This design comes from an exercise in tuning for small area, a short achievable clock period and few clock cycles on the open sky130 flow, not from production work.
RTL that was checked went through simulation tests only; none was proved equivalent to the original.
No activity file was given, so power comes from the tool's default toggle rates.

// RV32I_Processor
module RV32I_Processor(
    input         clk,
    input         rst,
    output [31:0] imem_addr,
    input  [31:0] imem_rdata,
    output [31:0] dmem_addr,
    output [31:0] dmem_wdata,
    output        dmem_we,
    input  [31:0] dmem_rdata
);
    reg        RegWriteW, LoadW, MemWriteW;
    reg [4:0]  RdW;
    reg [31:0] ResultW, WriteDataW;
    wire [31:0] WBDataW = LoadW ? dmem_rdata : ResultW;
    reg  [31:2] PCF;
    wire [31:2] PCPlus4F = PCF + 30'd1;
    assign imem_addr = {PCF, 2'b00};
    reg         BtbValid;
    reg  [11:2] BtbTag, BtbTarget;
    wire        BtbHitF = BtbValid & (PCF[31:12] == 20'd0) & (PCF[11:2] == BtbTag);
    reg         ValidD, BtbHitD;
    reg  [31:0] InstrD;
    reg  [31:2] PCD;
    wire [6:0] opD = InstrD[6:0];
    wire [2:0] f3D = InstrD[14:12];
    wire [4:0] Rs1D = InstrD[19:15];
    wire [4:0] Rs2D = InstrD[24:20];
    wire [4:0] RdD  = InstrD[11:7];
    wire [14:0] dec;
    wire isRD, isID, isLoadD, isStoreD, isBranchD, isLUID, isAUIPCD, isJALD, isJALRD;
    Control_Unit control (
        .opcode(opD),
        .isR(isRD), .isI(isID), .isLoad(isLoadD), .isStore(isStoreD),
        .isBranch(isBranchD), .isLUI(isLUID), .isAUIPC(isAUIPCD),
        .isJAL(isJALD), .isJALR(isJALRD)
    );
    wire usesRs1D = isRD | isID | isLoadD | isStoreD | isBranchD | isJALRD;
    wire usesRs2D = isRD | isStoreD | isBranchD;
    wire RegWriteD = ValidD & (isRD | isID | isLoadD | isLUID | isAUIPCD | isJALD | isJALRD)
                     & (RdD != 5'd0);
    wire [31:0] ImmD;
    Extend extension (.In(InstrD), .Imm_Ext(ImmD));
    wire [31:0] RD1D, RD2D;
    Register_file rf (
        .clk(clk), .WE3(RegWriteW), .WD3(WBDataW),
        .A1(Rs1D), .A2(Rs2D), .A3(RdW),
        .RD1(RD1D), .RD2(RD2D)
    );
    reg         ValidE, RegWriteE, LoadE, StoreE, BranchE, JumpLinkE, JALRE, PredTakenE;
    reg  [4:0]  RdE;
    wire StallD = ValidE & LoadE & RegWriteE &
                  ((usesRs1D & (RdE == Rs1D)) | (usesRs2D & (RdE == Rs2D)));
    wire PredTakenD = isJALD | (isBranchD & InstrD[31]);
    wire [31:2] TargetD = PCD + ImmD[31:2];
    wire [31:2] PCPlus4D = PCD + 30'd1;
    wire RedirectD = ValidD & PredTakenD & ~BtbHitD & ~StallD;
  ...
For scale: ~4,800 cells after synthesis, about 1,300 flip-flops, roughly 160 I/O pins, about 0.069 mm2 of cells after synthesis.
Settings: LEC_CHECK=0, ABC_CLOCK_PERIOD_IN_PS=3000, CAP_MARGIN=20, CORE_MARGIN=2, CORE_UTILIZATION=40, PLACE_DENSITY=0.6, SETUP_SLACK_MARGIN=5, SLEW_MARGIN=20; clock period 11.0 ns.
run.sh (not shown) runs the stock make flow with config.mk's settings and CLKGATE_MAP_FILE= SYNTH_SCRIPT=/design/flow/synth_recipe.tcl, a recipe that flattens the netlist after the stock synthesis.
Change:
==> flow/flow/run.sh (new file) <==
#!/bin/bash
# Standard layout, with timing repair aiming for a larger setup slack.
set -euo pipefail
bash standard.sh SETUP_SLACK_MARGIN=7.8 finish > standard_flow.log 2>&1
==> flow/standard.sh (new file) <==
#!/bin/bash
# synth_recipe.tcl (not shown) runs the flow's synth.tcl, then flattens the netlist and writes it again
# the make line also repeats each setting of config.mk as NAME=value (left out here)
make -C /OpenROAD-flow-scripts/flow DESIGN_CONFIG=/design/flow/config.mk WORK_HOME=/design/flow/orfs CLKGATE_MAP_FILE= SYNTH_SCRIPT=/design/flow/synth_recipe.tcl "${@:-finish}"
- SETUP_SLACK_MARGIN: 5 -> default
removed: flow/run.sh
Outcome: Hold slack improves by 32 ps; final area rose by 11%; worst setup slack improves by 880 ps.
No run of this note included a check of the RTL's function; only the layout flow was run.

========
## v54
RV32I_Processor, a different RTL version from the one above (not shown whole).
For scale: roughly 1400 flip-flops, ~73000 um2 of cells after synthesis.
Settings: LEC_CHECK=0, CAP_MARGIN=20, CORE_MARGIN=2, CORE_UTILIZATION=55, CTS_CLUSTER_DIAMETER=100, CTS_CLUSTER_SIZE=25, PLACE_DENSITY=0.7, SLEW_MARGIN=20; clock period 11.0 ns.
standard.sh (not shown) runs the stock make flow with config.mk's settings and CLKGATE_MAP_FILE= SYNTH_SCRIPT=/design/flow/synth_recipe.tcl, a recipe that flattens the netlist after the stock synthesis.
==> flow/flow/run.sh <==
#!/bin/bash
# Standard layout, with timing repair aiming for a larger setup slack.
set -euo pipefail
bash standard.sh SETUP_SLACK_MARGIN=7.5 finish > standard_flow.log 2>&1
v54 was carried through to the last stage, and its layout satisfied the timing, design-rule and antenna checks.
Testbench counts of v54, summed over its fixed seeds: cycles 61,321.
Edits applied to the flow inputs when going from v54 to v32:
- CORE_UTILIZATION now 50, was 55
Results
Summary: with v54 as the reference, total die area in v32 moved up by a little under 10%. Taking v54 as the reference point, the utilization of v32 falls by 5.3 points. In the flow results for v54 and v32, the half-perimeter wire length of the detailed placement result is larger on v32. v54 leaves more setup margin than v32. Diff v54 -> v32: remaining design rule violation count about even, setup slack at placement fell 150 ps, non-clock buffer instance count of the final layout rose 48, final area rose 870 um2.
Here is what was changed in the inputs of v56 compared with v32.
- CORE_UTILIZATION: 50 -> 55
==> flow/flow/run.sh <==
#!/bin/bash
# Standard layout, with timing repair aiming for a larger setup slack.
set -euo pipefail
bash standard.sh SETUP_SLACK_MARGIN=7.6 finish > standard_flow.log 2>&1
--- outcome ---
v56 did not stop at any stage, and its layout met the timing, design-rule and antenna checks.
Compared v56 against v32; total number of multi-input combinational cells within noise.
For the total of cells resized after clock tree synthesis, v56 came in 144 higher than v32 did.
Die area: v32 and v56 compared, higher one is v32

========
onyx:
RV32I_Processor, a different RTL version from the one above (not shown whole).
Size in the first run: ~4800 cells after synthesis, about 1400 flip-flops, roughly 160 I/O pins, roughly 0.070 mm² of cells after synthesis.
==> flow/design.v (excerpt) <==
module RV32I_Processor(
    input         clk,
    input         rst,
    output [31:0] imem_addr,
    input  [31:0] imem_rdata,
    output [31:0] dmem_addr,
    output [31:0] dmem_wdata,
    output        dmem_we,
    input  [31:0] dmem_rdata
);
==> flow/config.mk <==
export PLATFORM = sky130hd
export DESIGN_NAME = RV32I_Processor
export DESIGN_NICKNAME = RV32I_Processor
export VERILOG_FILES = /design/flow/design.v
export SDC_FILE = /design/flow/constraint.sdc
export NUM_CORES = 4
export LEC_CHECK = 0
export CAP_MARGIN = 20
export CORE_MARGIN = 2
export CORE_UTILIZATION = 40
export PLACE_DENSITY = 0.6
export SLEW_MARGIN = 20
==> flow/constraint.sdc <==
create_clock -name core_clock -period 11.0 [get_ports {clk}]
set_input_delay 2.2000 -clock core_clock [delete_from_list [all_inputs] [get_ports {clk}]]
set_output_delay 2.2000 -clock core_clock [all_outputs]
set_load 0.01 [all_outputs]
==> flow/flow/run.sh <==
#!/bin/bash
# Standard layout, with timing repair aiming for a larger setup slack.
set -euo pipefail
bash standard.sh SETUP_SLACK_MARGIN=7.8 finish > standard_flow.log 2>&1
Testbench counts of onyx, summed over its fixed seeds: cycles 61,321.
Modified inputs, sierra compared to onyx
==> flow/flow/run.sh <==
#!/bin/bash
# Standard layout, with timing repair aiming for a larger setup slack.
set -euo pipefail
bash standard.sh SETUP_SLACK_MARGIN=7.0 finish > standard_flow.log 2>&1
## What came out
- onyx has higher setup fix buffers added after clock tree synthesis than sierra.
- In the reports for onyx and sierra, the larger transition time at the pin with the least slew margin belongs to onyx.
- On cell area after layout, the lower figure sits with sierra, not onyx.
- Post-detailed-placement cell area for sierra: 560 µm² down relative to onyx
- Via count ends up lower on sierra.

========
Another version of the RTL of RV32I_Processor (not shown whole).
Size: ~1400 flip-flops, ~72000 um^2 of cells after synthesis.
clock: 11.0 ns
lec_check: 0
cap_margin: 20
core_margin: 2
core_utilization: 55
cts_cluster_diameter: 100
cts_cluster_size: 25
place_density: 0.7
slew_margin: 20
==> flow/flow/run.sh <==
#!/bin/bash
# Standard layout, with timing repair aiming for a larger setup slack.
set -euo pipefail
bash standard.sh SETUP_SLACK_MARGIN=7.4 finish > standard_flow.log 2>&1
The starting point produced a clean layout.
Testbench counts at the start, summed over its fixed seeds: cycles 61,321.
Rerun with:
==> flow/flow/run.sh (replaced) <==
#!/bin/bash
# Standard layout, with timing repair aiming for a larger setup slack.
set -euo pipefail
bash standard.sh SETUP_SLACK_MARGIN=7.5 finish > standard_flow.log 2>&1
What happened:
- fmax rises by 1.6%
- hold slack gains 0.041 ns
- non-clock buffer count rose by 10
- setup slack improved by 0.058 ns
- via count goes up by 0.60%
- critical path depth fell by 3
- synthesized cell count stays the same

========
## lane 1
Another version of the RTL of RV32I_Processor (not shown whole).
Size: roughly 1400 flip-flops, roughly 160 I/O pins, ~74000 sq um of cells after synthesis.
// RV32I_Processor
module RV32I_Processor(
    input         clk,
    input         rst,
    output [31:0] imem_addr,
    input  [31:0] imem_rdata,
    output [31:0] dmem_addr,
    output [31:0] dmem_wdata,
    output        dmem_we,
    input  [31:0] dmem_rdata
);
clock: 11.0 ns
lec_check: 0
cap_margin: 20
core_margin: 2
core_utilization: 50
cts_cluster_diameter: 100
cts_cluster_size: 25
place_density: 0.7
slew_margin: 20
==> flow/flow/run.sh <==
#!/bin/bash
# Standard layout, with timing repair aiming for a larger setup slack.
set -euo pipefail
bash standard.sh SETUP_SLACK_MARGIN=7.6 finish > standard_flow.log 2>&1
Every stage of the flow completed for lane 1, and the final layout passed the timing, design-rule and antenna checks.
Testbench counts of lane 1, summed over its fixed seeds: cycles 61,321.
The inputs of lane 2 differ from those of lane 1 as listed below.
==> flow/flow/run.sh <==
#!/bin/bash
# Standard layout, with timing repair aiming for a larger setup slack.
set -euo pipefail
bash standard.sh SETUP_SLACK_MARGIN=7.5 finish > standard_flow.log 2>&1
--- a/flow/config.mk
+++ b/flow/config.mk
@@ -9,3 +9,3 @@
 export CORE_MARGIN = 2
-export CORE_UTILIZATION = 50
+export CORE_UTILIZATION = 55
 export CTS_CLUSTER_DIAMETER = 100
[summary]
In lane 2, the slew at the pin closest to its max-slew limit came out 40 ps below the value in lane 1.
Summary of the comparison: clock network power share is higher in lane 2, relative to lane 1.
Diff lane 1 -> lane 2: combinational cell fraction of total power now sits lower; total global routing track utilization increased by 3.2 points relative to the old numbers; maximum ir drop on the vdd rail picked up an extra 0.025 mV.

## re-timing with driven ports
In the flow no input, the clock included, has a driving cell. The finished layouts below were timed again as built, in two steps. Step 1 sets driving cells, clkbuf_16 on the clock port and buf_2 on the other inputs (assumed; they add their load-dependent delay and slew). Step 2 times the ports against the registers' clock, not the clock port: input delays grow and output delays shrink by t, the midpoint of the rising clock arrivals with the driver on. Three values: ideal, step 1, step 2; two values: the first two.
run | t, ns | slack for setup (ns) | hold WS [ns] | slew at the worst register clock pin (ns) | worst data-port slew with drivers (ns)
the first run of note 1 | 0.862 | 5.130 / 5.130 / 5.130 | 0.331 / 0.331 / 0.331 | 0.07 / 0.07 | 0.12
the second run of note 1 | 0.865 | 6.007 / 6.007 / 6.007 | 0.363 / 0.363 / 0.363 | 0.09 / 0.09 | 0.12
v54 | 0.798 | 7.432 / 7.357 / 6.718 | 0.364 / 0.364 / 0.364 | 0.11 / 0.11 | 0.05
v32 | 0.809 | 7.306 / 7.306 / 6.741 | 0.365 / 0.365 / 0.365 | 0.11 / 0.11 | 0.05
v56 | 0.789 | 7.336 / 7.336 / 6.796 | 0.366 / 0.366 / 0.366 | 0.11 / 0.11 | 0.05
onyx | 0.888 | 6.862 / 6.862 / 6.862 | 0.397 / 0.397 / 0.397 | 0.08 / 0.08 | 0.11
sierra | 0.875 | 6.923 / 6.923 / 6.360 | 0.387 / 0.387 / 0.387 | 0.07 / 0.07 | 0.11
the first run of note 4 | 0.790 | 7.257 / 7.257 / 6.652 | 0.356 / 0.356 / 0.356 | 0.11 / 0.11 | 0.05
the second run of note 4 | 0.758 | 7.315 / 7.251 / 6.759 | 0.397 / 0.397 / 0.397 | 0.12 / 0.12 | 0.05
lane 1 | 0.783 | 7.392 / 7.359 / 6.875 | 0.398 / 0.398 / 0.398 | 0.11 / 0.11 | 0.08
lane 2 | 0.791 | 7.381 / 7.381 / 6.763 | 0.386 / 0.386 / 0.386 | 0.12 / 0.12 | 0.05
After both steps setup and hold are still met in every run listed. For v54, which loses most, drivers alone change the setup slack by -0.075 ns; drivers and shift together by -0.714 ns.
